Context: an optimization exercise on an open-source flow, tuned for small area. The choices shown serve that exercise and are no tape-out recipe. The RTL was checked by simulation tests, not by an equivalence proof against the original design.

==> run Z: inputs <==
// synth_engine
module synth_engine(
    input clk,
    input rst_n,
    input audio_sync,
    input [4:0] out_gain,
    output [10:0] reg_addr,
    input [31:0] reg_rdata,
    output [10:0] ph_raddr,
    input [23:0] ph_rdata,
    output [10:0] ph_waddr,
    output [23:0] ph_wdata,
    output ph_we,
    output [15:0] out_data,
    output out_valid
    );
reg [10:0] cnt;
reg run;
reg v;                  
reg [4:0] gain_frame;   
reg [4:0] gain_out;     
wire cnt_last = &cnt;
always @(posedge clk) begin
    if (!rst_n) begin
        cnt <= 11'd0;
        run <= 1'b0;
        v <= 1'b0;
    end else begin
        v <= run;
        if (audio_sync) begin
            cnt <= 11'd0;
            run <= 1'b1;
        end else begin
            cnt <= cnt + {10'd0, run};
            if (cnt_last) run <= 1'b0;
        end
    end
end
always @(posedge clk) begin
    if (audio_sync) gain_frame <= out_gain;
    if (run & cnt_last) gain_out <= gain_frame;
end
assign reg_addr = cnt;
assign ph_raddr = cnt;
reg [21:0] pn1_q2;
reg v_q2;
reg signed [13:0] z_5_q3;
reg zb_8_0_q4;
reg zb_8_1_q4;
reg zb_8_2_q4;
reg pos_8_q4;
reg zb_8_3_q4;
reg zb_8_4_q4;
reg zb_8_5_q4;
reg zb_8_6_q4;
reg zb_8_7_q4;
reg zb_8_8_q4;
reg zb_8_9_q4;
reg zb_10_7_q5;
reg pos_10_q5;
reg zc_10_7_q5;
reg zb_11_1_q5;
reg zc_11_1_q5;
reg zb_11_2_q5;
reg zb_11_3_q5;
reg zb_11_4_q5;
reg zb_11_5_q5;
reg zb_11_6_q5;
reg zc_12_1_q5;
reg zc_13_1_q5;
reg zc_14_1_q5;
reg pos_4_q3;
reg pos_3_q3;
reg pos_2_q3;
reg pos_1_q3;
reg pos_0_q3;
reg pos_6_q4;
reg yb_6_19_q4;
reg xb_6_17_q4;
reg cx_6_17_q4;
reg xb_6_18_q4;
reg xb_6_19_q4;
reg yb_6_17_q4;
reg cy_6_17_q4;
reg yb_6_18_q4;
reg pos_7_q4;
reg yb_7_15_q4;
reg xb_7_8_q4;
reg cx_7_8_q4;
reg yb_7_16_q4;
reg xb_7_9_q4;
reg xb_7_10_q4;
reg xb_7_11_q4;
  ...
Settings: LEC_CHECK=0, CAP_MARGIN=0, CORE_MARGIN=2, CORE_UTILIZATION=70, CTS_CLUSTER_DIAMETER=90, CTS_CLUSTER_SIZE=25, PLACE_DENSITY=0.75, SLEW_MARGIN=0; clock period 10.0 ns.
run.sh (not shown) runs the stock make flow with config.mk's settings and CLKGATE_MAP_FILE= SYNTH_SCRIPT=/design/flow/synth_recipe.tcl, a recipe that flattens the netlist after the stock synthesis.
==> run Y (differences from run Z) <==
--- a/flow/config.mk
+++ b/flow/config.mk
@@ -9,6 +9,6 @@
 export CORE_MARGIN = 2
-export CORE_UTILIZATION = 70
-export CTS_CLUSTER_DIAMETER = 90
-export CTS_CLUSTER_SIZE = 25
-export PLACE_DENSITY = 0.75
+export CORE_UTILIZATION = 75
+export CTS_CLUSTER_DIAMETER = 80
+export CTS_CLUSTER_SIZE = 30
+export PLACE_DENSITY = 0.8
 export SLEW_MARGIN = 0
==> run H (differences from run Z) <==
--- a/flow/config.mk
+++ b/flow/config.mk
@@ -10,4 +10,4 @@
 export CORE_UTILIZATION = 70
-export CTS_CLUSTER_DIAMETER = 90
-export CTS_CLUSTER_SIZE = 25
+export CTS_CLUSTER_DIAMETER = 80
+export CTS_CLUSTER_SIZE = 30
 export PLACE_DENSITY = 0.75
==> comparison <==
Between run Y and run Z, the lower die area is in run Y (gap about 6.6%, measured against run Z). In synthesized cell count, run Z and run Y do not differ. Worst hold slack, highest first: run Z, run Y, run H. Run Z passed the timing, design-rule and antenna checks. Run Y finished clean. Run H ran to the end with no violations. Register-to-register slack, highest first: run Z, run H, run Y. Between run Z and run Y, the lower clock skew is in run Z (gap 0.014 ns). In area after synthesis, run H and run Y do not differ. The lowest setup slack belongs to run Y, the highest to run Z.

==> what the ideal ports hide <==
How much do the figures lean on ideal ports? The routed layouts below were timed once more, with nothing changed but the port constraints. Step 1, drivers: a clkbuf_16 drives clk and a buf_2 each remaining input, both assumed. Step 2 moves the port delays by t, midway between the first and last clock arrival at a register: inputs arrive t later, outputs are due t later. That takes back most of the time a late clock gives input paths. a / b / c = no drivers / after step 1 / after step 2; a / b = the first two.
run	t, ns	slack for setup (ns)	latest minus earliest clock arrival (ns)	worst register clock-pin slew, ns	worst data-port slew with drivers (ns)
run Z	0.666	0.409 / 0.409 / 0.096	0.026 / 0.026	0.10 / 0.10	0.07
run Y	0.653	0.198 / 0.198 / 0.021	0.043 / 0.043	0.11 / 0.11	0.08
run H	0.675	0.357 / 0.357 / 0.132	0.055 / 0.056	0.12 / 0.12	0.07
After both steps every run listed still meets setup and hold. For run Z, which loses most, drivers alone change the setup slack by 0.000 ns; drivers and shift together by -0.313 ns.
